This design comes from an exercise in tuning for small area and a short achievable clock period on the open sky130 flow, not from production work. Function was checked by simulation only, so behaviour that the tests miss may differ from the original. The flow treats the clock pin as an ideal source. Dropping or thinning the clock tree relies on that and would not hold on a real chip. Power and IR drop assume default switching activity.

==> flow/design.v <==
module cpu_core(
	input clk, reset,
	output[15:0] mem_addr,
	output[15:0] mem_wdata,
	output mem_we,
	input[15:0] mem_rdata
	);
	localparam FETCH = 2'd0, DECODE = 2'd1, EX = 2'd2, WB = 2'd3;
	reg [1:0] ph;
	reg [15:0] instr, pc, addr_q, opa, opb, alu_q;
	reg we_q, rst_q, r15_q;
	reg [15:0] wdata_q;
	reg cout;
	reg [1:0] cg1, psr1;	 
	reg [2:0] cg2, psr2;	 
	wire fetch = ph == FETCH;
	wire dec = ph == DECODE;
	wire ex = ph == EX;
	wire wb = ph == WB;
	assign mem_addr = addr_q;	 
	assign mem_wdata = wdata_q;	 
	assign mem_we = we_q;
	wire [3:0] op = instr[15:12];
	wire [3:0] ox = instr[7:4];
	wire [3:0] rd = instr[11:8];
	wire [3:0] rs = instr[3:0];
	wire c_r = (op == 4'b0000) | (op == 4'b1000 & ox[2]);
	wire c_i = (op == 4'b0101) | (op == 4'b1001) | (op == 4'b1011) | (op == 4'b0001) |
	           (op == 4'b0010) | (op == 4'b0011) | (op == 4'b1101) | (op == 4'b1111) |
	           (op == 4'b1000 & ~ox[2]);
	wire c_l = (op == 4'b0100) & (ox == 4'b0000);
	wire c_s = (op == 4'b0100) & (ox == 4'b0100);
	wire c_j = (op == 4'b0100) & (ox != 4'b0000) & (ox != 4'b0100);
	wire c_b = (op == 4'b1100);
	wire known = c_r | c_i | c_l | c_s | c_j | c_b;
	wire c_ri = c_r | c_i;
	wire [3:0] f = c_r ? ox : op;		 
	wire f_or = f == 4'b0010, f_xor = f == 4'b0011;
	wire f_add = f == 4'b0101, f_sub = f == 4'b1001, f_cmp = f == 4'b1011;
	wire f_sll = c_r ? (ox == 4'b0100) : (op == 4'b1000);
	wire lui = ~c_r & (op == 4'b1111);
	wire f_mov = c_r ? (ox == 4'b1101) : (op == 4'b1101) | lui;
	wire d_sub = c_ri & (f_sub | f_cmp);
	wire nx_act = dec & known | ex;
	wire nx_wb = ex;
	reg is_add, is_sub, setznl, psr_en, rf_we, imm_ovf;
	reg s_l, s_j, s_sum, s_mov, s_or, s_xor, s_sll;
	always @(posedge clk) begin
		is_add <= nx_wb & (c_ri & f_add | c_b);
		is_sub <= nx_wb & d_sub;
		setznl <= nx_wb & c_ri & f_cmp;
		psr_en <= nx_wb & c_ri;
		imm_ovf <= c_i;
		rf_we <= wb & c_ri & ~f_cmp | ex & (c_l | c_j & (ox == 4'b1000));
		s_l <= c_l;
		s_j <= c_j;
		s_sum <= nx_act & c_b | nx_wb & c_ri & (f_add | f_sub | f_cmp);
		s_mov <= c_ri & f_mov;
		s_or <= c_ri & f_or;
		s_xor <= c_ri & f_xor;
		s_sll <= c_ri & f_sll;
	end
	reg [15:0] rf [0:15];
	wire [3:0] ra = dec ? rs : rd;
	reg [15:0] port;
	integer i;
	always @(*) begin
		port = 16'd0;
		for (i = 0; i < 16; i = i + 1)
			port = port | ({16{ra == i}} & rf[i]);
	end
	always @(posedge clk)
		rst_q <= ~reset;
	wire [15:0] rf_d = alu_q & {16{~rst_q}};
	always @(posedge clk)
		for (i = 0; i < 16; i = i + 1)
			if (rst_q | rf_we & (rd == i))
				rf[i] <= rf_d;
	wire [15:0] se_imm = {{8{instr[7]}}, instr[7:0]};
	wire [15:0] b_src = (c_ri & ~c_r) ? (lui ? {instr[7:0], 8'd0} : se_imm) :
	                    c_b ? se_imm : port;
	wire [15:0] a = opa;
	wire [15:0] b = opb;			 
	wire b15 = opb[15] ^ is_sub;
	wire [16:0] sum = {1'b0, a} + {1'b0, opb} + {16'd0, is_sub};
	wire c16 = sum[16];
	wire sign17 = a[15] ^ opb[15] ^ c16;	 
	wire eq = &(a ^ opb);			 
	wire [31:0] shl = {16'd0, a} << b[3:0];
	wire [15:0] sll = b[15] ? ((b[14:4] == 11'h7ff) ? shl[31:16] : 16'd0)
	                        : ((b[14:4] == 11'h000) ? shl[15:0] : 16'd0);
	wire [15:0] pc1 = pc + 16'd1;
	reg [15:0] other;
	always @(*) begin
		if (s_l) other = mem_rdata;
		else if (s_j) other = pc1;
		else if (s_mov) other = b;
		else if (s_or) other = a | b;
		else if (s_xor) other = a ^ b;
		else if (s_sll) other = sll;
		else other = a & b;
	end
	wire [15:0] res = s_sum ? sum[15:0] : other;
	wire ovf_e = imm_ovf & a[15] & b15 & ~r15_q;
	wire ovf_w = (~sum[15] & a[15] & b15) | (sum[15] & ~a[15] & ~b15);
	always @(posedge clk) begin
		r15_q <= addr_q[15];		 
		if (rst_q) begin
			cg1 <= 2'b0;
			cg2 <= 3'b0;
			cout <= 1'b0;
		end else begin
			if (is_add) begin
				cg1 <= {ovf_w, sign17};
				cout <= sign17;
			end
			if (is_sub) begin
				cg1 <= {ovf_w | sign17, ~c16};
				cout <= sign17;
			end
			if (setznl)
				cg2 <= {sign17, eq, ~c16};
		end
		if (rst_q) begin
			psr1 <= 2'b0;
			psr2 <= 3'b0;
		end else if (psr_en) begin
			psr1 <= is_add ? {ovf_e, cout} : is_sub ? {ovf_e | sign17, ~c16} : cg1;
			psr2 <= setznl ? {sign17, eq, ~c16} : cg2;
		end
	end
	wire carry = psr1[0], fl = psr1[1], low = psr2[0], zero = psr2[1], neg = psr2[2];
	reg cond;
	always @(*)
		case (rd)
			4'b0000: cond = zero;
			4'b0001: cond = ~zero;
			4'b0010: cond = carry;
			4'b0011: cond = ~carry;
			4'b0100: cond = low;
			4'b0101: cond = ~low;
			4'b0110: cond = neg;
			4'b0111: cond = ~neg;
			4'b1000: cond = fl;
			4'b1001: cond = ~fl;
			4'b1010: cond = ~low & ~zero;
			4'b1011: cond = low & zero;
			4'b1100: cond = ~neg & ~zero;
			4'b1101: cond = neg | zero;
			4'b1110: cond = 1'b1;
			default: cond = 1'b0;
		endcase
	wire [15:0] target = (c_j & cond) ? opb : (c_b & cond) ? alu_q : pc1;
	wire [15:0] pc_next = wb ? target : pc;
	always @(posedge clk) begin
		if (~reset) begin
			ph <= FETCH;
			pc <= 16'd0;
			addr_q <= 16'd0;
			we_q <= 1'b0;
		end else begin
			case (ph)
				FETCH: ph <= DECODE;
				DECODE: ph <= known ? EX : FETCH;
				EX: ph <= WB;
				default: ph <= FETCH;
			endcase
			pc <= pc_next;
			addr_q <= (dec & known) ? port : (ex & (c_l | c_s)) ? opb : pc_next;
			we_q <= ex & c_s;
		end
		if (fetch)
			instr <= mem_rdata;
		if (dec)
			opb <= b_src ^ {16{d_sub}};
		opa <= c_b ? pc : port;
		wdata_q <= port;		 
		alu_q <= res;
	end
endmodule
Settings: LEC_CHECK=0, ABC_AREA=1, CAP_MARGIN=20, CORE_MARGIN=2, CORE_UTILIZATION=60, CTS_CLUSTER_DIAMETER=100, CTS_CLUSTER_SIZE=20, SLEW_MARGIN=20; clock period 10.0 ns.
standard.sh (not shown) runs the stock make flow with config.mk's settings and CLKGATE_MAP_FILE= SYNTH_SCRIPT=/design/flow/synth_recipe.tcl, a recipe that flattens the netlist after the stock synthesis.
==> flow/flow/run.sh <==
#!/bin/bash
set -euo pipefail
export SETUP_SLACK_MARGIN=7.2
export BUFFER_PORTS_ARGS="-buffer_cell sky130_fd_sc_hd__buf_4"
bash standard.sh > standard.log 2>&1
Edit:
==> flow/flow/run.sh (replaced) <==
#!/bin/bash
set -euo pipefail
export SETUP_SLACK_MARGIN=7
bash standard.sh > standard.log 2>&1
The new run finished clean. Register-to-register slack is worse by 0.18 ns. Clock power hardly moves. Die area is unchanged. Via count decreases by 2.0%. Wire length falls by about 2.5%. Setup slack degrades by 0.0087 ns. Power drops by 2.6%.

== run 3 ==
// cpu_core: RTL as listed in full above, without the edits since
==> flow/config.mk <==
export PLATFORM = sky130hd
export DESIGN_NAME = cpu_core
export DESIGN_NICKNAME = cpu_core
export VERILOG_FILES = /design/flow/design.v
export SDC_FILE = /design/flow/constraint.sdc
export NUM_CORES = 4
export LEC_CHECK = 0
export ABC_AREA = 1
export CAP_MARGIN = 20
export CORE_MARGIN = 2
export CORE_UTILIZATION = 60
export CTS_CLUSTER_DIAMETER = 100
export CTS_CLUSTER_SIZE = 20
export SLEW_MARGIN = 20
==> flow/constraint.sdc <==
create_clock -name core_clock -period 10.0 [get_ports {clk}]
set_input_delay 2.0000 -clock core_clock [delete_from_list [all_inputs] [get_ports {clk}]]
set_output_delay 2.0000 -clock core_clock [all_outputs]
set_load 0.01 [all_outputs]
==> flow/flow/run.sh <==
#!/bin/bash
set -euo pipefail
export SETUP_SLACK_MARGIN=7.1
export BUFFER_PORTS_ARGS="-buffer_cell sky130_fd_sc_hd__buf_4"
export POST_CTS_TCL="$PWD/flow/clock_root.tcl"
export CTS_ARGS="-sink_clustering_enable -repair_clock_nets -sink_clustering_size 20 -sink_clustering_max_diameter 100 -dont_use_dummy_load"
bash standard.sh > standard.log 2>&1
Other scripts of this flow, unchanged in this note and not shown: flow/flow/clock_root.tcl
Run 3: all stages complete, timing, DRC and antenna checks passed
### run 3 -> run 2
-- flow/flow/run.sh --
<<< run 3, line 6
export CTS_ARGS="-sink_clustering_enable -repair_clock_nets -sink_clustering_size 20 -sink_clustering_max_diameter 100 -dont_use_dummy_load"
>>> run 2, line 6
export CTS_ARGS="-sink_clustering_enable -repair_clock_nets -sink_clustering_size 24 -sink_clustering_max_diameter 120 -dont_use_dummy_load"
==> comparison <==
- On post-route standard cell area excluding fillers, run 2 and run 3 are neck and neck.
- Of the two values seen for critical path start-end classification, reg2out was produced by run 3 and reg2reg by run 2.
- Internal portion of total power, run 2 and run 3: lower on run 2
- Against run 3, run 2 comes in 0.27 points higher on global routing met3 resource utilization.
- On synthesized cell count, run 2 and run 3 are neck and neck.
- Per the comparison of run 2 with run 3, share of cell area taken by flip-flops and latches held, worst setup slack fell by 18 ps, final critical-path required period climbed 18 ps.
- Summary of run 2 over run 3: routed length on met3 moved up, actual transition at the worst max-transition pin moved up.
- Run 2: logic depth of the worst setup path including buffers 11 above run 3

## static timing again, ports no longer ideal
No port has a modelled driver above. Below, the same layouts with a new extraction and two added sets of constraints. Step 1 (the two cells are an assumption about what drives the block):
set clk [get_ports {clk}]
set_driving_cell -lib_cell sky130_fd_sc_hd__clkbuf_16 $clk
set_driving_cell -lib_cell sky130_fd_sc_hd__buf_2 [delete_from_list [all_inputs] $clk]
Step 2 times the ports against the registers' clock, not the clock port: input delays grow and output delays shrink by t, the midpoint of the rising clock arrivals with the driver on. Slacks: ideal ports / drivers / drivers and shift; pairs: ideal ports / drivers.
run	t (ns)	slack for setup (ns)	slew at the worst register clock pin (ns)
the first run of note 1	0.601	6.938 / 6.881 / 6.918	0.10 / 0.10
the second run of note 1	0.596	6.929 / 6.873 / 6.414	0.10 / 0.10
run 3	0.448	7.127 / 7.008 / 7.006	0.09 / 0.09
run 2	0.445	7.108 / 7.019 / 6.858	0.11 / 0.11
After both steps setup and hold are still met in every run listed. For the second run of note 1, which loses most, drivers alone change the setup slack by -0.056 ns; drivers and shift together by -0.515 ns.
